What follows belongs to an exercise in optimizing a design on an open flow for small area; a production flow would make more cautious choices. In this exercise RTL edits were held to simulation tests only and were not proved equivalent to the original. Power and IR drop assume default switching activity.

`flow/flow/run.sh`:
```
#!/bin/bash
# The standard layout (standard.sh), with these changes:
#  - after the floorplan, OpenROAD's restructure maps the combinational logic
#    again for area (ABC, with the platform library less its don't-use cells),
#    and repair_timing fixes setup; registers are not touched
#  - clock tree synthesis inserts no dummy loads and uses larger sink clusters
#  - the port buffers are the smallest buffer cell
# Each tool's output goes to a log file of its own in this folder.
set -euo pipefail
export CTS_ARGS="-sink_clustering_enable -repair_clock_nets -dont_use_dummy_load -buf_list sky130_fd_sc_hd__clkbuf_8 -sink_clustering_size 16 -sink_clustering_max_diameter 60"
export BUFFER_PORTS_ARGS="-buffer_cell sky130_fd_sc_hd__buf_1"
bash standard.sh floorplan > standard_floorplan.log 2>&1
RMP_DONT_USE=$(sed -n '/DONT_USE_CELLS/,/^$/p' "$FLOW_HOME/platforms/$FLOW_PLATFORM/config.mk" | grep -o 'sky130_fd_sc_hd__[a-z0-9_]*' | tr '\n' ' ')
export RMP_DONT_USE
python3 flow/filter_lib.py "$FLOW_HOME/platforms/$FLOW_PLATFORM/lib/sky130_fd_sc_hd__tt_025C_1v80.lib" abc_cells.lib $RMP_DONT_USE > filter_lib.log 2>&1
mkdir -p rmp_work
openroad -no_init -exit flow/restructure.tcl > restructure.log 2>&1
bash standard.sh > standard.log 2>&1
```
`flow/flow/filter_lib.py`:
```
#!/usr/bin/env python3
# Writes a copy of a liberty file without the cells whose names match the
# given patterns (fnmatch), so that ABC in restructure cannot pick them.
import sys, fnmatch, re
src, dst = sys.argv[1], sys.argv[2]
pats = sys.argv[3:]
txt = open(src).read()
out = []
i = 0
n = len(txt)
cell_re = re.compile(r'\n(\s*)cell\s*\(\s*"?([\w]+)"?\s*\)\s*\{')
removed = 0
while True:
    m = cell_re.search(txt, i)
    if not m:
        out.append(txt[i:])
        break
    name = m.group(2)
    # find the end of this cell group by brace matching
    j = m.end()
    depth = 1
    while depth:
        c = txt[j]
        if c == '{': depth += 1
        elif c == '}': depth -= 1
        elif c == '"':
            j = txt.index('"', j + 1)
        j += 1
    if any(fnmatch.fnmatchcase(name, p) for p in pats):
        out.append(txt[i:m.start()])
        removed += 1
    else:
        out.append(txt[i:j])
    i = j
open(dst, 'w').write(''.join(out))
print("removed %d cells" % removed)
```
`flow/flow/restructure.tcl`:
```
# Re-map the combinational logic of the floorplanned design for area.
set R orfs/results/sky130hd/PIPE_Top/base
read_liberty $::env(FLOW_HOME)/platforms/sky130hd/lib/sky130_fd_sc_hd__tt_025C_1v80.lib
read_db $R/2_floorplan.odb
read_sdc $R/2_floorplan.sdc
source $::env(FLOW_HOME)/platforms/sky130hd/setRC.tcl
set_dont_use $::env(RMP_DONT_USE)
report_design_area
report_worst_slack
restructure -target area -liberty_file abc_cells.lib \
  -tielo_port sky130_fd_sc_hd__conb_1/LO -tiehi_port sky130_fd_sc_hd__conb_1/HI \
  -work_dir rmp_work -abc_logfile rmp_abc.log
report_design_area
report_worst_slack
repair_timing -setup -verbose
report_design_area
report_worst_slack
write_db $R/2_floorplan.odb
```
`flow/standard.sh`:
```
#!/bin/bash
# synth_recipe.tcl (not shown) runs the flow's synth.tcl, then flattens the netlist and writes it again
# the make line also repeats each setting of config.mk as NAME=value (left out here)
make -C /OpenROAD-flow-scripts/flow DESIGN_CONFIG=/design/flow/config.mk WORK_HOME=/design/flow/orfs CLKGATE_MAP_FILE= SYNTH_SCRIPT=/design/flow/synth_recipe.tcl "${@:-finish}"
```
`flow/config.mk`:
```
export PLATFORM = sky130hd
export DESIGN_NAME = PIPE_Top
export DESIGN_NICKNAME = PIPE_Top
export VERILOG_FILES = /design/flow/design.v
export SDC_FILE = /design/flow/constraint.sdc
export NUM_CORES = 4
export LEC_CHECK = 0
export CAP_MARGIN = 20
export CORE_MARGIN = 2
export CORE_UTILIZATION = 50
export PLACE_DENSITY = 0.65
export SETUP_SLACK_MARGIN = 0.2
export SLEW_MARGIN = 20
```
`flow/constraint.sdc`:
```
create_clock -name core_clock -period 8.5 [get_ports {clk}]
set_input_delay 1.7000 -clock core_clock [delete_from_list [all_inputs] [get_ports {clk}]]
set_output_delay 1.7000 -clock core_clock [all_outputs]
set_load 0.01 [all_outputs]
```
`flow/design.v`:
```
`timescale 1ns/1ns
module ALU(sel,sub,A,B,Result,Sum);
	input [1:0] sel;
	input sub;
	input [31:0] A,B;
	output reg [31:0] Result;
	output [31:0] Sum;
	assign Sum = A + (B ^ {32{sub}}) + {31'd0,sub};
	wire lt = (A[31] ^ B[31]) ? A[31] : Sum[31];
	always @(*) begin
		case (sel)
			2'd0: Result = A & B;
			2'd1: Result = A | B;
			2'd2: Result = Sum;
			default: Result = {31'd0, lt};
		endcase
	end
endmodule
`timescale 1ns/1ns
module RegisterFile(clk,rst,we,waddr,wdata,raddr,rbyp,rdata);
	input clk,rst,we,rbyp;
	input [4:0] waddr,raddr;
	input [31:0] wdata;
	output reg [31:0] rdata;
	reg [1023:0] mem;
	wire [31:0] wsel = we ? (32'd1 << waddr) : 32'd0;
	wire [31:0] wen = wsel | {32{rst}};
	wire [31:0] wd = rst ? 32'd0 : wdata;
	wire [31:0] rsel = rbyp ? 32'd0 : (32'd1 << raddr);
	integer i;
	always @(posedge clk) begin
		for (i = 0; i < 32; i = i + 1)
			if (wen[i]) mem[i*32 +: 32] <= wd;
	end
	always @(*) begin
		rdata = wdata & {32{rbyp}};
		for (i = 0; i < 32; i = i + 1)
			rdata = rdata | (mem[i*32 +: 32] & {32{rsel[i]}});
	end
endmodule
`timescale 1ns/1ns
module PIPE_Top(clk,rst,InstOut,DMReadData,PCOut,DMAddress,DMWriteData,MemRead,MemWrite);
	input clk,rst;
	input [31:0]InstOut,DMReadData;
	output MemRead,MemWrite;
	output [31:0]DMWriteData,DMAddress,PCOut;
	reg [31:0] pc;
	wire [31:0] pc4 = pc + 32'd4;
	reg [31:0] id_pc4;
	reg [30:0] id_inst_lo;
	reg id_inst_hi;            
	wire [31:0] id_inst = {id_inst_hi, id_inst_lo};
	wire [5:0] op = id_inst[31:26];
	wire [5:0] fn = id_inst[5:0];
	wire [4:0] id_rs = id_inst[25:21];
	wire [4:0] id_rt = id_inst[20:16];
	wire op_r = op == 6'd0, op_addi = op == 6'd1, op_slti = op == 6'd2, op_lw = op == 6'd3, op_sw = op == 6'd4,
	     op_beq = op == 6'd5, op_j = op == 6'd6, op_jr = op == 6'd7, op_jal = op == 6'd8;
	wire d_regwrite = op_r | op_addi | op_slti | op_lw | op_jal;
	wire d_jmp = op_j | op_jr | op_jal;
	wire d_alusrc = op_addi | op_slti | op_lw | op_sw;
	reg [1:0] d_sel; reg d_sub;
	always @(*) begin
		if (op_addi | op_lw | op_sw) begin d_sel = 2'd2; d_sub = 1'b0; end
		else if (op_beq) begin d_sel = 2'd2; d_sub = 1'b1; end
		else if (op_slti) begin d_sel = 2'd3; d_sub = 1'b1; end
		else case (fn)
			6'd1: begin d_sel = 2'd2; d_sub = 1'b0; end
			6'd2: begin d_sel = 2'd2; d_sub = 1'b1; end
			6'd8: begin d_sel = 2'd1; d_sub = 1'b0; end
			6'd16: begin d_sel = 2'd3; d_sub = 1'b1; end
			default: begin d_sel = 2'd0; d_sub = 1'b0; end
		endcase
	end
	reg ex_regwrite, ex_memread, ex_memwrite, ex_branch, ex_jmp;    
	reg ex_jr, ex_jal, ex_alusrc, ex_regdst, ex_sub;
	reg [1:0] ex_sel;
	reg [31:0] ex_pc4, ex_a, ex_b;
	reg [25:0] ex_inst;
	wire [4:0] ex_rs = ex_inst[25:21];
	wire [4:0] ex_rt = ex_inst[20:16];
	wire [4:0] ex_rd = ex_inst[15:11];
	wire stall = ex_memread & ((ex_rt == id_rs) | (ex_rt == id_rt));
	reg [4:0] ra_p, ra_n;
	wire [4:0] raddr = ra_p ^ ra_n;
	wire [4:0] rt_next = stall ? id_rt : InstOut[20:16];
	wire [31:0] rdata;
	reg [31:0] rt_n;
	reg mem_regwrite; reg [4:0] mem_rd; wire [31:0] wbval;
	wire id_byp_rs = mem_regwrite & (mem_rd == id_rs) & (mem_rd != 5'd0);
	reg bp_p, bp_n;
	wire rbyp = bp_p ^ bp_n;
	RegisterFile rf(clk, rst, mem_regwrite, mem_rd, wbval, raddr, rbyp, rdata);
	always @(posedge clk or posedge rst)
		if (rst) begin ra_p <= 5'd0; bp_p <= 1'b0; end
		else begin ra_p <= rt_next ^ ra_n; bp_p <= byp_rt_next ^ bp_n; end
	always @(negedge clk) begin
		bp_n <= id_byp_rs ^ bp_p;
		ra_n <= id_rs ^ ra_p;
		rt_n <= rdata;
	end
	reg mem_memread, mem_memwrite, mem_taken;     
	reg mem_jal;
	reg [31:0] mem_result, mem_sd;
	wire fa_mem = mem_regwrite & (mem_rd == ex_rs) & (mem_rd != 5'd0);
	wire fb_mem = mem_regwrite & (mem_rd == ex_rt) & (mem_rd != 5'd0);
	wire [31:0] opa = fa_mem ? mem_result : ex_a;
	wire [31:0] rtv = fb_mem ? mem_result : ex_b;
	wire [31:0] imm = {{16{ex_inst[15]}}, ex_inst[15:0]};
	wire [31:0] opb = ex_alusrc ? imm : rtv;
	wire [31:0] alu_res, alu_sum;
	wire byp_rt_next = ex_regwrite & (ex_dest == rt_next) & (ex_dest != 5'd0);
	ALU alu(ex_sel, ex_sub, opa, opb, alu_res, alu_sum);
	wire [31:0] pcv = ex_pc4 + {imm[29:0] & {30{ex_branch}}, 2'b00};
	wire [4:0] ex_dest = ex_jal ? 5'd31 : ex_regdst ? ex_rd : ex_rt;
	assign DMAddress = mem_result;
	assign DMWriteData = mem_sd;
	assign MemRead = mem_memread;
	assign MemWrite = mem_memwrite;
	assign wbval = mem_jal ? mem_sd : mem_memread ? DMReadData : mem_result;
	wire [31:0] jtarget = ex_jr ? opa : {ex_pc4[31:28], ex_inst, 2'b00};
	wire [31:0] npc = ex_jmp ? jtarget : mem_taken ? mem_sd : pc4;
	assign PCOut = pc;
	always @(posedge clk or posedge rst) begin
		if (rst) begin
			pc <= 32'd0;
			id_inst_hi <= 1'b1;
			ex_regwrite <= 1'b0; ex_memread <= 1'b0; ex_memwrite <= 1'b0; ex_branch <= 1'b0; ex_jmp <= 1'b0;
			mem_regwrite <= 1'b0; mem_memread <= 1'b0; mem_memwrite <= 1'b0; mem_taken <= 1'b0;
		end else begin
			if (!stall) begin
				pc <= npc;
				id_inst_hi <= InstOut[31];
			end
			ex_regwrite <= d_regwrite & ~stall;
			ex_memread <= op_lw & ~stall;
			ex_memwrite <= op_sw & ~stall;
			ex_branch <= op_beq & ~stall;
			ex_jmp <= d_jmp & ~stall;
			mem_regwrite <= ex_regwrite;
			mem_memread <= ex_memread;
			mem_memwrite <= ex_memwrite;
			mem_taken <= ex_branch & (alu_sum == 32'd0);
		end
	end
	always @(posedge clk) begin
		if (!stall) begin
			id_pc4 <= pc4;
			id_inst_lo <= InstOut[30:0];
		end
		ex_jr <= op_jr; ex_jal <= op_jal; ex_alusrc <= d_alusrc; ex_regdst <= op_r;
		ex_sel <= d_sel; ex_sub <= d_sub;
		ex_pc4 <= id_pc4; ex_inst <= id_inst[25:0];
		ex_a <= rdata; ex_b <= rt_n;
		mem_jal <= ex_jal;
		mem_rd <= ex_dest;
		mem_result <= alu_res;
		mem_sd <= (ex_jal | ex_branch) ? pcv : rtv;
	end
endmodule
```
==> impl_metrics.ini, run 1 <==
[clock_network]
clkLatencyLatePin_ns = 0.77
clock-sinks = 1372
cts.reportedPaths.clkPinSlew_ns = 0.11
htreeDepth = 3
cts_tree = done
clk_root_buffer_cell = sky130_fd_sc_hd__clkbuf_8
cts_inserted_buffers = 106
clockBufferDepth = 3
post_cts_hold_buffer_count = 0

[die]
num_io_pins = 164
die_width_um = 332.3
die_h_um = 332.3
rows = 120
floorplan.die_area_um2 = 110400
initial_core_util_pct = 50.40
core_area_um2 = 106900

[routing]
num_vias = 35830
drt-pass1-iter-count = 9
routed_wirelength_mm = 174.4
vias_per_cell = 6.896
drc = 0
antenna_violating_nets_left = 0
routed_wire_length_per_instance_um = 33.57
detail_route.iter0.violations = 6317

[worst_hold_path]
min-delay-path-class = reg -> reg
whs_endpoint = ex_pc4[15]$_DFF_P_
hold-path-cell-count = 0
hold_path_startpoint = id_pc4[15]$_DFFE_PN_

[cells_and_area]
fill_cells = 8698
final_nets = 3859
layout-drive-gt1-share_pct = 9.364
syn2layout_area_growth_pct = 6.010

[timing]
final_hold_viol_count = 0
rsz0062_at_grt = false
timing.final.setup_violations = 0
worst_margin_slew_ns = 1.072
drv_slew = 0
slew-limit-headroom_pct = 27.77
layout_setup_ws_ns = 0.4706
timing.setup.tns_ns = 0
clock_skew_ns = 0.09141

[synthesis]
yosys_most_used_dff = sky130_fd_sc_hd__edfxtp_1
number_of_synthesized_flops_with_an_enable_pin = 1087
yosysWarningCount = 3
synth_sequential_area_ratio_pct = 71.62
post_synth_inst_count = 3666
number_of_storage_elements_in_the_synthesis_netlist = 1372
yosysUniqueCellTypes = 79
synth_area_um2 = 53880
post_syn_area_per_cell_um2 = 14.70
async_flop_share_pct = 3.499
syn_nets = 3796

[job]
cap_viol_max_count = 0

[global_routing]
global_route.usage.total_pct = 30.73
grt_max_degree = 61
grt_first_pass_wirelength_mm = 244.1
vias_in_the_first_global_route = 33360
antenna_violations_before_repair = 9
grt.overflow.total = 0

[place]
dp_worst_setup_slack_ns = 0.3973
detailedPlacementHpwl_mm = 105.3
buffer_ports.inserted = 163
gpl.final_weighted_congestion = 0.9750

[pwr]
leakage_dissipation_nw = 19.57
power_switching_share_pct = 31.63
cellInternalPower_mw = 10.93
switchingPower_mw = 5.057
power.share.clock_pct = 19.9
power_per_cell_area_nw_per_um2 = 279.9
sequentialPowerShare_pct = 58.3
power_frac_comb_pct = 21.9
power.ir.vdd_worst_mv = 0.1123

[setup_path]
cpPeakStageDelay_ns = 0.60
crit_type = reg -> reg
cp.depth = 10
reg2reg_to = rt_n[0]$_DFF_N_
crit_start = ra_p[1]$_DFF_PP0_
depth_of_the_most_critical_reg_to_reg_path = 10
critPathSlowestCell = sky130_fd_sc_hd__or4_1
worst-path-buf-inv = 3
critPathRequiredTime_ns = 4.82
path_cells = clkinv_1 > o2bb2ai_1 > clkinv_1 > nand2_1 > nor2_4 > buf_4 > a22o_1 > a221oi_1 > nand4_1 > or4_1
critPathTopFamily = simple AND/OR/NAND/NOR gates
arrival_ns = 4.35
r2r_slack_ns = 0.47
cp_max_fo = 8
crit_path_end_kind = flip-flop
critical_path.reg2reg.startpoint = ra_p[1]$_DFF_PP0_
cp_common_cell = sky130_fd_sc_hd__clkinv_1
crit_path_start_kind = flip-flop

[run_status]
run_status = no timing/DRC/antenna violations
## what timing repair did
| action | CTS | global route |
|---|---|---|
| buffers inserted | 0 | 1 |
| setup endpoints to repair | 0 | 4 |
| resized for setup | 0 | 5 |
## state kept, by name (all words and copies together) (netlist names), 2 cells and up
signal	count
mem_sd	32
ex_inst	26
id_inst_lo	31
mem_rd	5
pc	32
ra_n	5
ex_sel	2
ra_p	5
mem_result	32
ex_b	32
ex_pc4	32
id_pc4	32
rt_n	32
ex_a	32
rf.mem	1024
## area by class of cell
type	count	area [µm²]	share of cell area, %
Timing Repair Buffer	336	2150	3.763
Clock buffer	106	1459	2.554
Clock inverter	38	142.6	0.2497
Antenna cell	2	5.005	0.008762
Multi-Input combinational cell	1756	12320	21.57
Sequential cell	1372	38590	67.56
Inverter	183	695.7	1.218
Tap cell	1403	1755	3.073
## cells in the final DEF (no fill, tap or decap), drive strengths merged, types with 9 or more instances in the layout
cell type	n
a21oi	58
a221oi	83
a222oi	95
a22o	76
a22oi	269
a2bb2oi	19
and2	15
and3	17
buf	335
clkbuf	107
clkinv	181
dfrtp	47
dfxtp	237
edfxtp	1087
inv	39
nand2	86
nand3	33
nand4	86
nor2	194
nor2b	26
nor3	21
nor4	9
o21ai	135
o221ai	14
o22a	83
o22ai	256
o2bb2ai	26
or2	11
or3	24
or4	13
xnor2	23
## cell families (layout without fill, tap and decap cells)
| family | after synthesis | after routing | synth area share (%) |
|---|---|---|---|
| XOR/XNOR | 159 | 29 | 2.585 |
| flip-flops | 1372 | 1372 | 71.62 |
| AO/OA/AOI/OAI | 927 | 1179 | 12.65 |
| AND/OR/NAND/NOR | 713 | 548 | 6.226 |
| adder cells (fa/ha/maj) | 94 | 0 | 2.071 |
| other | 0 | 2 | 0 |
| buffers and inverters | 239 | 663 | 1.700 |
| multiplexers | 162 | 0 | 3.149 |
## how the worst max path moves through the flow
stage | to | slack (ns)
6_report | rt_n[0]$_DFF_N_ | 0.47
4_1_cts | mem_result[0]$_DFF_P_ | 0.39
3_5_place_dp | mem_result[0]$_DFF_P_ | 0.40
5_1_grt | mem_result[0]$_DFF_P_ | 0.25
2_1_floorplan | rt_n[0]$_DFF_N_ | 1.49
3_3_place_gp | rt_n[31]$_DFF_N_ | 0.43
## Yosys cell counts, types with 62 or more instances
cell	number	area (µm²)
sky130_fd_sc_hd__a21oi_1	191	955.9
sky130_fd_sc_hd__a221oi_1	137	1200
sky130_fd_sc_hd__a22o_1	147	1287
sky130_fd_sc_hd__a22oi_1	181	1359
sky130_fd_sc_hd__clkbuf_1	152	570.6
sky130_fd_sc_hd__dfxtp_1	237	4745
sky130_fd_sc_hd__edfxtp_1	1087	32640
sky130_fd_sc_hd__ha_1	62	775.7
sky130_fd_sc_hd__mux2i_1	102	1021
sky130_fd_sc_hd__nand2_1	147	551.8
sky130_fd_sc_hd__nand3_1	92	460.4
sky130_fd_sc_hd__nand4_1	77	481.7
sky130_fd_sc_hd__nor2_1	249	934.7
sky130_fd_sc_hd__o21ai_0	74	370.4
sky130_fd_sc_hd__xnor2_1	92	805.8
sky130_fd_sc_hd__xor2_1	67	586.8
## metal layers
layer	track usage (%)	wire, µm	vias up
met5	0	14	-
met4	12.43	7874	2
met3	6.335	22110	440
met2	49.52	80700	2757
met1	40.90	63730	17900
li1	-	-	14740
## per-stage QoR
| stage | util, % | instances | power (mW) | area [µm²] | hold WS, ns |
|---|---|---|---|---|---|
| 2_1_floorplan | - | 3666 | 13.13 | 53880 | 0.3233 |
| 3_3_place_gp | 51.91 | 5050 | 12.75 | 55500 | 0.3244 |
| 3_5_place_dp | 51.91 | 5050 | 12.82 | 55500 | 0.3269 |
| 4_1_cts | 53.41 | 5193 | 15.86 | 57090 | 0.3365 |
| 5_1_grt | 53.43 | 5195 | 16.52 | 57120 | 0.3405 |
| 6_report | 53.43 | 5196 | 15.99 | 57120 | 0.3338 |
## power by group through the flow
stage	logic (mW)	registers (mW)	clock network [mW]
floorplan	3.58	9.52	0.0280
global placement	3.31	9.41	0.0280
detailed placement	3.36	9.44	0.0280
CTS	3.37	9.29	3.20
global route	3.69	9.40	3.43
finish	3.50	9.31	3.18
==> run 2: changes to the inputs <==
--- a/flow/flow/run.sh
+++ b/flow/flow/run.sh
@@ -7,7 +7,7 @@
 #  - the port buffers are the smallest buffer cell
 # Each tool's output goes to a log file of its own in this folder.
 set -euo pipefail
-export CTS_ARGS="-sink_clustering_enable -repair_clock_nets -dont_use_dummy_load -buf_list sky130_fd_sc_hd__clkbuf_8 -sink_clustering_size 16 -sink_clustering_max_diameter 60"
+export CTS_ARGS="-sink_clustering_enable -repair_clock_nets -dont_use_dummy_load -buf_list sky130_fd_sc_hd__clkbuf_4 -sink_clustering_size 10 -sink_clustering_max_diameter 50"
 export BUFFER_PORTS_ARGS="-buffer_cell sky130_fd_sc_hd__buf_1"
 bash standard.sh floorplan > standard_floorplan.log 2>&1
 RMP_DONT_USE=$(sed -n '/DONT_USE_CELLS/,/^$/p' "$FLOW_HOME/platforms/$FLOW_PLATFORM/config.mk" | grep -o 'sky130_fd_sc_hd__[a-z0-9_]*' | tr '\n' ' ')
--- a/flow/config.mk
+++ b/flow/config.mk
@@ -9,5 +9,4 @@
 export CORE_MARGIN = 2
 export CORE_UTILIZATION = 50
 export PLACE_DENSITY = 0.65
-export SETUP_SLACK_MARGIN = 0.2
 export SLEW_MARGIN = 20
==> impl_metrics.ini, run 2 <==
[clock_network]
cts.reportedPaths.clkPinSlew_ns = 0.10
post_cts_hold_buffer_count = 0
cts_tree = done
clk_root_buffer_cell = sky130_fd_sc_hd__clkbuf_4
cts_inserted_buffers = 161
htreeDepth = 4
clkLatencyLatePin_ns = 1.15
clock-sinks = 1372
clockBufferDepth = 3

[synthesis]
ys_top_cells_by_area = sky130_fd_sc_hd__edfxtp_1 (61%), sky130_fd_sc_hd__dfxtp_1 (8.8%), sky130_fd_sc_hd__a22oi_1 (2.5%), sky130_fd_sc_hd__a22o_1 (2.4%), sky130_fd_sc_hd__a221oi_1 (2.2%)
post-synth-top-area-cell = sky130_fd_sc_hd__edfxtp_1
syn_nets = 3796
post_synth_inst_count = 3666
number_of_synthesized_flops_with_an_enable_pin = 1087
number_of_storage_elements_in_the_synthesis_netlist = 1372
synth_sequential_area_ratio_pct = 71.62
yosys.cell_count.top_type = sky130_fd_sc_hd__edfxtp_1
yosysUniqueCellTypes = 79
yosys_most_used_dff = sky130_fd_sc_hd__edfxtp_1
async_flop_share_pct = 3.499
post_syn_area_per_cell_um2 = 14.70
post-synth-top-area-fraction_pct = 60.58
synth.top_cells.by_count = sky130_fd_sc_hd__edfxtp_1 (1,087), sky130_fd_sc_hd__nor2_1 (249), sky130_fd_sc_hd__dfxtp_1 (237), sky130_fd_sc_hd__a21oi_1 (191), sky130_fd_sc_hd__a22oi_1 (181)
yosysWarningCount = 3
synth_area_um2 = 53880

[routing]
routed_wire_length_per_instance_um = 33.37
routed_wirelength_mm = 175.4
detail_route.iter0.violations = 5972
vias_per_cell = 6.926
num_vias = 36390
antenna_violating_nets_left = 0
drt-pass1-iter-count = 10
drc = 0

[die]
rows = 120
num_io_pins = 164
die_width_um = 332.3
die_h_um = 332.3
initial_core_util_pct = 50.40
floorplan.die_area_um2 = 110400
core_area_um2 = 106900

[cells_and_area]
layout.cells.most_common = sky130_fd_sc_hd__edfxtp_1
flip_flop_count_of_the_largest_register_after_layout = 1024
layout-drive-gt1-share_pct = 10.66
stdcell_count = 5255
registers.top_by_ff_count = rf.mem
mostFrequentLayoutCells = sky130_fd_sc_hd__edfxtp_1 (1,087), sky130_fd_sc_hd__a22oi_1 (269), sky130_fd_sc_hd__o22ai_1 (256)
final_nets = 3914
syn2layout_area_growth_pct = 5.564

[timing]
final_hold_viol_count = 0
worst_margin_slew_ns = 1.106
timing.final.setup_violations = 0
timing.setup.tns_ns = 0
clock_skew_ns = 0.1776
drv_slew = 0
slew-limit-headroom_pct = 25.98
rsz0062_at_grt = false

[setup_path]
cpPeakStageDelay_ns = 0.60
arrival_ns = 4.68
crit_type = reg -> reg
crit_path_start_kind = flip-flop
path_cells = clkinv_1 > o2bb2ai_1 > clkinv_1 > nand2_1 > nor2_4 > buf_4 > a22o_1 > a221oi_1 > nand4_1 > or4_1
critPathTopFamily = simple AND/OR/NAND/NOR gates
critPathRequiredTime_ns = 5.09
worst-path-buf-inv = 3
cp_common_cell = sky130_fd_sc_hd__clkinv_1
cp_max_fo = 8
crit_path_end_kind = flip-flop
critPathSlowestCell = sky130_fd_sc_hd__or4_1

[global_routing]
vias_in_the_first_global_route = 33810
grt_first_pass_wirelength_mm = 245.8
antenna_violations_before_repair = 13
grt.overflow.total = 0
grt_max_degree = 61
global_route.usage.total_pct = 31.03

[worst_hold_path]
min-delay-path-class = reg -> reg

[pwr]
leakage_dissipation_nw = 19.55
power_per_cell_area_nw_per_um2 = 277.2
power.total_mw = 15.77
power.ir.vdd_worst_mv = 0.1292

[place]
placedCellCount = 5050
detailedPlacementHpwl_mm = 105.3
gpl.final_weighted_congestion = 0.9750
buffer_ports.inserted = 163

[run_status]
run_status = no timing/DRC/antenna violations

[job]
cap_viol_max_count = 0
run 2: kinds of logic after synthesis:
logic type	synth area share, %
buffers and inverters	1.700
AO/OA/AOI/OAI	12.65
flip-flops	71.62
adder cells (fa/ha/maj)	2.071
XOR/XNOR	2.585
AND/OR/NAND/NOR	6.226
multiplexers	3.149
run 2: power breakdown:
group / internal, mW / leakage, nW / switching, mW
registers: 8.69 / 13.8 / 0.623
clock network: 0.894 / 0.943 / 2.07
logic: 1.11 / 4.81 / 2.39
total: 10.7 / 19.6 / 5.08
run 2: worst reg2reg max path, cell delays in order (launching register included):
cell	delay, ns
sky130_fd_sc_hd__dfrtp_1	0.36
sky130_fd_sc_hd__clkinv_1	0.09
sky130_fd_sc_hd__o2bb2ai_1	0.35
sky130_fd_sc_hd__clkinv_1	0.16
sky130_fd_sc_hd__nand2_1	0.59
sky130_fd_sc_hd__nor2_4	0.19
sky130_fd_sc_hd__buf_4	0.25
sky130_fd_sc_hd__a22o_1	0.24
sky130_fd_sc_hd__a221oi_1	0.28
sky130_fd_sc_hd__nand4_1	0.47
sky130_fd_sc_hd__or4_1	0.60
run 2: stage by stage:
stage               hold slack, ns  setup slack (ns)  cell area [µm²]  utilization, %
global placement            0.3244            0.4305            55500           51.91
finish                      0.3249            0.4079            56880           53.21
CTS                         0.3234            0.3103            56840           53.17
global route                0.3322           0.05633            56870           53.20
floorplan                   0.3233             1.494            53880               -
detailed placement          0.3269            0.3973            55500           51.91
run 2: routing by layer:
| metal | wire length, µm | GRT usage [%] |
|---|---|---|
| met1 | 63660 | 40.82 |
| met2 | 81730 | 50.03 |
| met3 | 22400 | 7.064 |
| met4 | 7527 | 12.58 |
| met5 | 35 | 0 |
run 2: repair_timing:
| item | in CTS | in global routing |
|---|---|---|
| setup buffers | 0 | 1 |
| endpoints found under the setup margin | 0 | 3 |
| hold endpoints to repair | 0 | 0 |
| resized for setup | 0 | 4 |
run 2: worst paths after layout:
check / from / to / slack (ns) / cells past startpoint
setup / recovery: ra_p[1]$_DFF_PP0_ / rt_n[16]$_DFF_N_ / 0.41 / 10
hold / removal: id_pc4[31]$_DFFE_PN_ / ex_pc4[31]$_DFF_P_ / 0.32 / 0
setup reg to reg: ra_p[1]$_DFF_PP0_ / rt_n[16]$_DFF_N_ / 0.41 / 10
hold reg to reg: id_pc4[31]$_DFFE_PN_ / ex_pc4[31]$_DFF_P_ / 0.32 / 0
max in group asynchronous: rst / pc[13]$_DFFE_PP0N_ / 6.27 / 4
min in group asynchronous: rst / ra_p[3]$_DFF_PP0_ / 0.94 / 3
run 2: cell type report:
type                    instances  area [µm²]
inverters                     183       695.7
clock buffers                 161        1209
fillers                      8746       50020
clock inverters                38       142.6
flip-flops and latches       1372       38590
well taps                    1403        1755
multi-input cells            1756       12320
repair buffers                336        2150
diodes                          6       15.01
==> run 3: changes to the inputs <==
--- a/flow/design.v
+++ b/flow/design.v
@@ -118,20 +118,18 @@
 	assign MemRead = mem_memread;
 	assign MemWrite = mem_memwrite;
 	assign wbval = mem_jal ? mem_sd : mem_memread ? DMReadData : mem_result;
-	wire [31:0] jtarget = ex_jr ? opa : {ex_pc4[31:28], ex_inst, 2'b00};
-	wire [31:0] npc = ex_jmp ? jtarget : mem_taken ? mem_sd : pc4;
+	wire s_j = ~rst & ex_jmp & ~ex_jr, s_jr = ~rst & ex_jmp & ex_jr;
+	wire s_br = ~rst & ~ex_jmp & mem_taken, s_inc = ~rst & ~ex_jmp & ~mem_taken;
+	wire [31:0] npc = ({32{s_j}} & {ex_pc4[31:28], ex_inst, 2'b00}) | ({32{s_jr}} & opa) |
+	                  ({32{s_br}} & mem_sd) | ({32{s_inc}} & pc4);
 	assign PCOut = pc;
 	always @(posedge clk or posedge rst) begin
 		if (rst) begin
-			pc <= 32'd0;
 			id_inst_hi <= 1'b1;
 			ex_regwrite <= 1'b0; ex_memread <= 1'b0; ex_memwrite <= 1'b0; ex_branch <= 1'b0; ex_jmp <= 1'b0;
 			mem_regwrite <= 1'b0; mem_memread <= 1'b0; mem_memwrite <= 1'b0; mem_taken <= 1'b0;
 		end else begin
-			if (!stall) begin
-				pc <= npc;
-				id_inst_hi <= InstOut[31];
-			end
+			if (!stall) id_inst_hi <= InstOut[31];
 			ex_regwrite <= d_regwrite & ~stall;
 			ex_memread <= op_lw & ~stall;
 			ex_memwrite <= op_sw & ~stall;
@@ -144,6 +142,7 @@
 		end
 	end
 	always @(posedge clk) begin
+		if (!stall | rst) pc <= npc;
 		if (!stall) begin
 			id_pc4 <= pc4;
 			id_inst_lo <= InstOut[30:0];
--- a/flow/flow/run.sh
+++ b/flow/flow/run.sh
@@ -7,7 +7,7 @@
 #  - the port buffers are the smallest buffer cell
 # Each tool's output goes to a log file of its own in this folder.
 set -euo pipefail
-export CTS_ARGS="-sink_clustering_enable -repair_clock_nets -dont_use_dummy_load -buf_list sky130_fd_sc_hd__clkbuf_4 -sink_clustering_size 10 -sink_clustering_max_diameter 50"
+export CTS_ARGS="-sink_clustering_enable -repair_clock_nets -dont_use_dummy_load -buf_list sky130_fd_sc_hd__clkbuf_4 -sink_clustering_size 8 -sink_clustering_max_diameter 45"
 export BUFFER_PORTS_ARGS="-buffer_cell sky130_fd_sc_hd__buf_1"
 bash standard.sh floorplan > standard_floorplan.log 2>&1
 RMP_DONT_USE=$(sed -n '/DONT_USE_CELLS/,/^$/p' "$FLOW_HOME/platforms/$FLOW_PLATFORM/config.mk" | grep -o 'sky130_fd_sc_hd__[a-z0-9_]*' | tr '\n' ' ')
==> impl_metrics.ini, run 3 <==
[pwr]
power_switching_share_pct = 31.36
power.share.clock_pct = 20.6
switchingPower_mw = 4.820
power_per_cell_area_nw_per_um2 = 269.7
cellInternalPower_mw = 10.55
power_frac_comb_pct = 20.5
leakage_dissipation_nw = 19.63
power.ir.vdd_worst_mv = 0.1538
sequentialPowerShare_pct = 58.9

[timing]
clock_skew_ns = 0.1840
rsz0062_at_grt = false
final_hold_viol_count = 0
slew-limit-headroom_pct = 17.03
worst_margin_slew_ns = 1.242
timing.setup.tns_ns = 0
drv_slew = 0
timing.final.setup_violations = 0

[clock_network]
postCtsResizedCells = 0
cts.reportedPaths.clkPinSlew_ns = 0.09
clockBufferDepth = 3
htreeDepth = 4
post_cts.repair.setup_buffers = 0
cts_inserted_buffers = 195
clk_root_buffer_cell = sky130_fd_sc_hd__clkbuf_4
clkLatencyLatePin_ns = 1.13
post_cts_hold_buffer_count = 0
clock-sinks = 1372
cts_tree = done

[die]
die_width_um = 330.5
die_h_um = 330.5
initial_core_util_pct = 50.48
core_area_um2 = 105600
num_io_pins = 164
floorplan.die_area_um2 = 109200
rows = 119

[worst_hold_path]
hold_path_startpoint = id_pc4[13]$_DFFE_PN_
min-delay-path-class = reg -> reg

[setup_path]
critPathRequiredTime_ns = 5.12
r2r_slack_ns = 0.31
cpPeakStageDelay_ns = 0.85
critical_path.reg2reg.startpoint = ra_p[1]$_DFF_PP0_
critPathSlowestCell = sky130_fd_sc_hd__nor2_2
path_cells = o2bb2ai_1 > clkinv_1 > or3_1 > nor2_2 > buf_4 > a22oi_1 > nand4_1 > or4_1
worst-path-buf-inv = 2
arrival_ns = 4.80
cp_max_fo = 17
crit_path_end_kind = flip-flop
critPathTopFamily = simple AND/OR/NAND/NOR gates
crit_start = ra_p[1]$_DFF_PP0_
crit_type = reg -> reg
crit_path_start_kind = flip-flop

[routing]
antenna_violating_nets_left = 0
drc = 0
routed_wirelength_mm = 170.2
num_vias = 35730
drt-pass1-iter-count = 9
routed_wire_length_per_instance_um = 32.24
vias_per_cell = 6.770
detail_route.iter0.violations = 6016

[synthesis]
synth_sequential_area_ratio_pct = 72.71
post-synth-top-area-cell = sky130_fd_sc_hd__edfxtp_1
synth_area_um2 = 53290
yosysUniqueCellTypes = 83
async_flop_share_pct = 1.166
yosys_most_used_dff = sky130_fd_sc_hd__edfxtp_1
post_synth_inst_count = 3546
synth.top_cells.by_count = sky130_fd_sc_hd__edfxtp_1 (1,119), sky130_fd_sc_hd__dfxtp_1 (237), sky130_fd_sc_hd__nor2_1 (205), sky130_fd_sc_hd__a22oi_1 (184), sky130_fd_sc_hd__nand2_1 (162)
yosysWarningCount = 3
number_of_storage_elements_in_the_synthesis_netlist = 1372
post_syn_area_per_cell_um2 = 15.03
yosys.cell_count.top_type = sky130_fd_sc_hd__edfxtp_1
post-synth-top-area-fraction_pct = 63.05
syn_nets = 3676
number_of_synthesized_flops_with_an_enable_pin = 1119
ys_top_cells_by_area = sky130_fd_sc_hd__edfxtp_1 (63%), sky130_fd_sc_hd__dfxtp_1 (8.9%), sky130_fd_sc_hd__a22oi_1 (2.6%), sky130_fd_sc_hd__a22o_1 (2.4%), sky130_fd_sc_hd__a221oi_1 (2.2%)

[cells_and_area]
flip_flop_count_of_the_largest_register_after_layout = 1024
layout-drive-gt1-share_pct = 12.01
final-seq-area_um2 = 38750
final_nets = 3948
final_core_util_pct = 53.99
mostFrequentLayoutCells = sky130_fd_sc_hd__edfxtp_1 (1,119), sky130_fd_sc_hd__a22oi_1 (366), sky130_fd_sc_hd__dfxtp_1 (237)
registers.top_by_ff_count = rf.mem
layout.cells.most_common = sky130_fd_sc_hd__edfxtp_1
multi_input_area_um2 = 11970
syn2layout_area_growth_pct = 6.949
fill_cells = 8635

[place]
detailedPlacementHpwl_mm = 106.3
buffer_ports.inserted = 163
gpl.final_weighted_congestion = 0.9953

[global_routing]
grt_first_pass_wirelength_mm = 236.7
grt_max_degree = 50
grt.overflow.total = 0
vias_in_the_first_global_route = 32770
global_route.usage.total_pct = 30.56
antenna_violations_before_repair = 14

[run_status]
run_status = no timing/DRC/antenna violations

[job]
cap_viol_max_count = 0
[run 3: metal layers]
metal | share of wire [%] | vias to the layer above | track usage, %
met5 | 0 | - | 0
met4 | 4.5 | 0 | 13.39
met3 | 13 | 391 | 7.468
met2 | 45 | 2626 | 46.62
met1 | 38 | 17810 | 41.91
li1 | - | 14900 | -
[run 3: final timing paths]
| kind | to | cells after the start |
|---|---|---|
| max | rt_n[16]$_DFF_N_ | 8 |
| max reg2reg | rt_n[16]$_DFF_N_ | 8 |
| min | ex_pc4[13]$_DFF_P_ | 0 |
| min in group asynchronous | bp_p$_DFF_PP0_ | 3 |
| max in group asynchronous | id_inst_hi$_DFFE_PP1N_ | 3 |
| min reg2reg | ex_pc4[13]$_DFF_P_ | 0 |
[run 3: cell families (layout without fill, tap and decap cells)]
family | Yosys count | in the layout | synth area share, %
AO/OA/AOI/OAI | 890 | 1143 | 12.51
XOR/XNOR | 162 | 34 | 2.676
adder cells (fa/ha/maj) | 93 | 0 | 2.075
buffers and inverters | 235 | 787 | 1.693
flip-flops | 1372 | 1372 | 72.71
multiplexers | 117 | 0 | 2.273
other | 0 | 6 | 0
AND/OR/NAND/NOR | 677 | 544 | 6.062
[run 3: metrics by stage]
stage          total power [mW]  setup slack [ns]  hold WS, ns  instance area (µm²)  instances
2_1_floorplan             12.59             1.499       0.3233                53290       3546
4_1_cts                   15.29            0.3884       0.3301                56980       5271
3_5_place_dp              12.23            0.3183       0.3283                55370       5039
3_3_place_gp              12.15            0.3128       0.3232                55350       5038
6_report                  15.37            0.3135       0.3280                57000       5277
5_1_grt                   15.90            0.2173       0.3341                56990       5273
[run 3: power groups by stage]
stage                     clock network (mW)  logic, mW  registers (mW)
after global placement                0.0280       2.98            9.14
after detailed placement              0.0280       3.02            9.17
after floorplan                       0.0280       3.27            9.29
after CTS                               3.23       3.04            9.02
after global routing                    3.48       3.31            9.12
final                                   3.17       3.15            9.05
[run 3: final cells by class]
cell class                 count  area share, %
sequential                  1372          67.98
multi-input combinational   1721          21.00
timing repair buffer         359          3.824
tap                         1391          3.054
clock buffer                 195          2.568
inverter                     195          1.289
clock inverter                38         0.2503
antenna                        6        0.02634
==> run 4: changes to the inputs <==
--- a/flow/flow/run.sh
+++ b/flow/flow/run.sh
@@ -7,7 +7,7 @@
 #  - the port buffers are the smallest buffer cell
 # Each tool's output goes to a log file of its own in this folder.
 set -euo pipefail
-export CTS_ARGS="-sink_clustering_enable -repair_clock_nets -dont_use_dummy_load -buf_list sky130_fd_sc_hd__clkbuf_4 -sink_clustering_size 8 -sink_clustering_max_diameter 45"
+export CTS_ARGS="-sink_clustering_enable -repair_clock_nets -dont_use_dummy_load -buf_list sky130_fd_sc_hd__clkbuf_8 -sink_clustering_size 16 -sink_clustering_max_diameter 60"
 export BUFFER_PORTS_ARGS="-buffer_cell sky130_fd_sc_hd__buf_1"
 bash standard.sh floorplan > standard_floorplan.log 2>&1
 RMP_DONT_USE=$(sed -n '/DONT_USE_CELLS/,/^$/p' "$FLOW_HOME/platforms/$FLOW_PLATFORM/config.mk" | grep -o 'sky130_fd_sc_hd__[a-z0-9_]*' | tr '\n' ' ')
==> impl_metrics.ini, run 4 <==
[synthesis]
async_flop_share_pct = 1.166
number_of_synthesized_flops_with_an_enable_pin = 1119
post_synth_fa_ha_maj_area_fraction_pct = 2.075
synth_top_family_by_area = compound AO/OA/AOI/OAI gates
post-synth-top-area-cell = sky130_fd_sc_hd__edfxtp_1
number_of_storage_elements_in_the_synthesis_netlist = 1372
synth_xor_xnor_area_share_pct = 2.676
syn_nets = 3676
post_syn_area_per_cell_um2 = 15.03
yosysWarningCount = 3
synth_sequential_area_ratio_pct = 72.71
synth.top_cells.by_count = sky130_fd_sc_hd__edfxtp_1 (1,119), sky130_fd_sc_hd__dfxtp_1 (237), sky130_fd_sc_hd__nor2_1 (205), sky130_fd_sc_hd__a22oi_1 (184), sky130_fd_sc_hd__nand2_1 (162)
synth_mux_area_share_pct = 2.273
synth_area_um2 = 53290
yosysUniqueCellTypes = 83
synth-simple-area-share_pct = 6.062
ys_top_cells_by_area = sky130_fd_sc_hd__edfxtp_1 (63%), sky130_fd_sc_hd__dfxtp_1 (8.9%), sky130_fd_sc_hd__a22oi_1 (2.6%), sky130_fd_sc_hd__a22o_1 (2.4%), sky130_fd_sc_hd__a221oi_1 (2.2%)
post-synth-top-area-fraction_pct = 63.05
yosys_most_used_dff = sky130_fd_sc_hd__edfxtp_1
post_synth_inst_count = 3546
synth-compound-area-share_pct = 12.51
yosys.cell_count.top_type = sky130_fd_sc_hd__edfxtp_1

[place]
detailedPlacementHpwl_mm = 106.3
buffer_ports.inserted = 163
placedCellCount = 5039
gpl.final_weighted_congestion = 0.9953

[die]
rows = 119
floorplan.die_area_um2 = 109200
num_io_pins = 164
initial_core_util_pct = 50.48
core_area_um2 = 105600
die_h_um = 330.5
die_width_um = 330.5

[routing]
drc = 0
drt-pass1-iter-count = 12
antenna_violating_nets_left = 0
vias_per_cell = 6.766
num_vias = 35070
routed_wirelength_mm = 168.9
routed_wire_length_per_instance_um = 32.59
detail_route.iter0.violations = 5760

[clock_network]
clkLatencyLatePin_ns = 0.81
post_cts.repair.setup_buffers = 0
clk_root_buffer_cell = sky130_fd_sc_hd__clkbuf_8
cts.reportedPaths.clkPinSlew_ns = 0.08
cts_tree = done
clock-sinks = 1372
post_cts_hold_buffer_count = 0
cts_inserted_buffers = 104
clockBufferDepth = 3
htreeDepth = 3
postCtsResizedCells = 0

[global_routing]
global_route.usage.total_pct = 30.19
grt_max_degree = 50
vias_in_the_first_global_route = 32050
antenna_violations_before_repair = 12
grt.overflow.total = 0
grt_first_pass_wirelength_mm = 234.1

[setup_path]
crit_start = ra_p[1]$_DFF_PP0_
crit_type = reg -> reg
arrival_ns = 4.45
critPathRequiredTime_ns = 4.82
crit_path_end_kind = flip-flop
cp_max_fo = 17
crit_path_start_kind = flip-flop
critical_path.reg2reg.startpoint = ra_p[1]$_DFF_PP0_

[timing]
clock_skew_ns = 0.1246
final_hold_viol_count = 0
worst_margin_slew_ns = 1.255
rsz0062_at_grt = false
drv_slew = 0
slew-limit-headroom_pct = 16.13
timing.final.setup_violations = 0
timing.setup.tns_ns = 0

[pwr]
power_frac_comb_pct = 20.5
power.ir.vdd_worst_mv = 0.1207
power_per_cell_area_nw_per_um2 = 269.0
power_switching_share_pct = 30.88
cellInternalPower_mw = 10.59
power.total_mw = 15.32
power.share.clock_pct = 20.4
sequentialPowerShare_pct = 59.1
switchingPower_mw = 4.731
leakage_dissipation_nw = 19.48

[cells_and_area]
flip_flop_count_of_the_largest_register_after_layout = 1024
registers.top_by_ff_count = rf.mem
final_nets = 3857
layout-drive-gt1-share_pct = 9.897
syn2layout_area_growth_pct = 6.874
mostFrequentLayoutCells = sky130_fd_sc_hd__edfxtp_1 (1,119), sky130_fd_sc_hd__a22oi_1 (366), sky130_fd_sc_hd__dfxtp_1 (237)
stdcell_count = 5183
layout.cells.most_common = sky130_fd_sc_hd__edfxtp_1

[worst_hold_path]
hold_path_startpoint = id_pc4[11]$_DFFE_PN_
min-delay-path-class = reg -> reg

[run_status]
run_status = no timing/DRC/antenna violations

[job]
cap_viol_max_count = 0
==> run 4: cell count changes in the layout (fill, tap and decap cells not counted) <==
cell                       delta
sky130_fd_sc_hd__clkbuf_8   +104
sky130_fd_sc_hd__diode_2      -3
sky130_fd_sc_hd__clkbuf_4   -195
==> run 4: logic make-up (layout without fill, tap and decap cells) <==
| group | count (synthesis) | after routing |
|---|---|---|
| compound gates | 890 | 1143 |
| xor+xnor | 162 | 34 |
| fa+ha+maj | 93 | 0 |
| buf+inv | 235 | 696 |
| flops | 1372 | 1372 |
| mux | 117 | 0 |
| other cells | 0 | 3 |
| simple gates | 677 | 544 |
==> run 4: final timing paths <==
| kind | end | slack [ns] | cells after the start |
|---|---|---|---|
| hold / removal | ex_pc4[11]$_DFF_P_ | 0.31 | 0 |
| setup reg to reg | rt_n[16]$_DFF_N_ | 0.37 | 8 |
| setup / recovery | rt_n[16]$_DFF_N_ | 0.37 | 8 |
| max in group asynchronous | id_inst_hi$_DFFE_PP1N_ | 6.87 | 3 |
| min in group asynchronous | mem_regwrite$_DFF_PP0_ | 1.35 | 3 |
| hold reg to reg | ex_pc4[11]$_DFF_P_ | 0.31 | 0 |
==> run 4: power by group through the flow <==
| stage | logic (mW) | clock network [mW] | registers [mW] |
|---|---|---|---|
| after global routing | 3.31 | 3.39 | 9.11 |
| after CTS | 3.03 | 3.16 | 9.02 |
| after global placement | 2.98 | 0.0280 | 9.14 |
| after floorplan | 3.27 | 0.0280 | 9.29 |
| after detailed placement | 3.02 | 0.0280 | 9.17 |
| final | 3.14 | 3.13 | 9.05 |
==> run 4: cell type report <==
class,instances,area (µm²)
clock buffer,104,1431
multi-input combinational,1721,11970
antenna,3,7.507
inverter,195,734.5
fill,8561,48610
sequential,1372,38750
timing repair buffer,359,2180
tap,1391,1740
clock inverter,38,142.6
==> run 4: critical path, stage by stage, from the launching register on <==
cell	delay, ns
sky130_fd_sc_hd__dfrtp_1	0.41
sky130_fd_sc_hd__o2bb2ai_1	0.44
sky130_fd_sc_hd__clkinv_1	0.20
sky130_fd_sc_hd__or3_1	0.54
sky130_fd_sc_hd__nor2_2	0.84
sky130_fd_sc_hd__buf_4	0.43
sky130_fd_sc_hd__a22oi_1	0.12
sky130_fd_sc_hd__nand4_1	0.32
sky130_fd_sc_hd__or4_1	0.38
==> run 4: through the flow <==
| step | hold WS [ns] | area (µm²) | util (%) | setup slack (ns) |
|---|---|---|---|---|
| 2_1_floorplan | 0.3233 | 53290 | - | 1.499 |
| 3_3_place_gp | 0.3232 | 55350 | 52.43 | 0.3128 |
| 3_5_place_dp | 0.3283 | 55370 | 52.45 | 0.3183 |
| 4_1_cts | 0.3064 | 56940 | 53.94 | 0.4227 |
| 5_1_grt | 0.3072 | 56950 | 53.95 | 0.2994 |
| 6_report | 0.3056 | 56960 | 53.95 | 0.3667 |
==> run 4: layer usage <==
layer  wire length, µm  part of all wire (%)  up-vias  track usage [%]
met5                11                0.0065        -                0
met4              7733                   4.6        2            12.98
met3             21450                    13      348            6.498
met2             74840                    44     2500            46.02
met1             64910                    38    17600            42.10
li1                  -                     -    14620                -
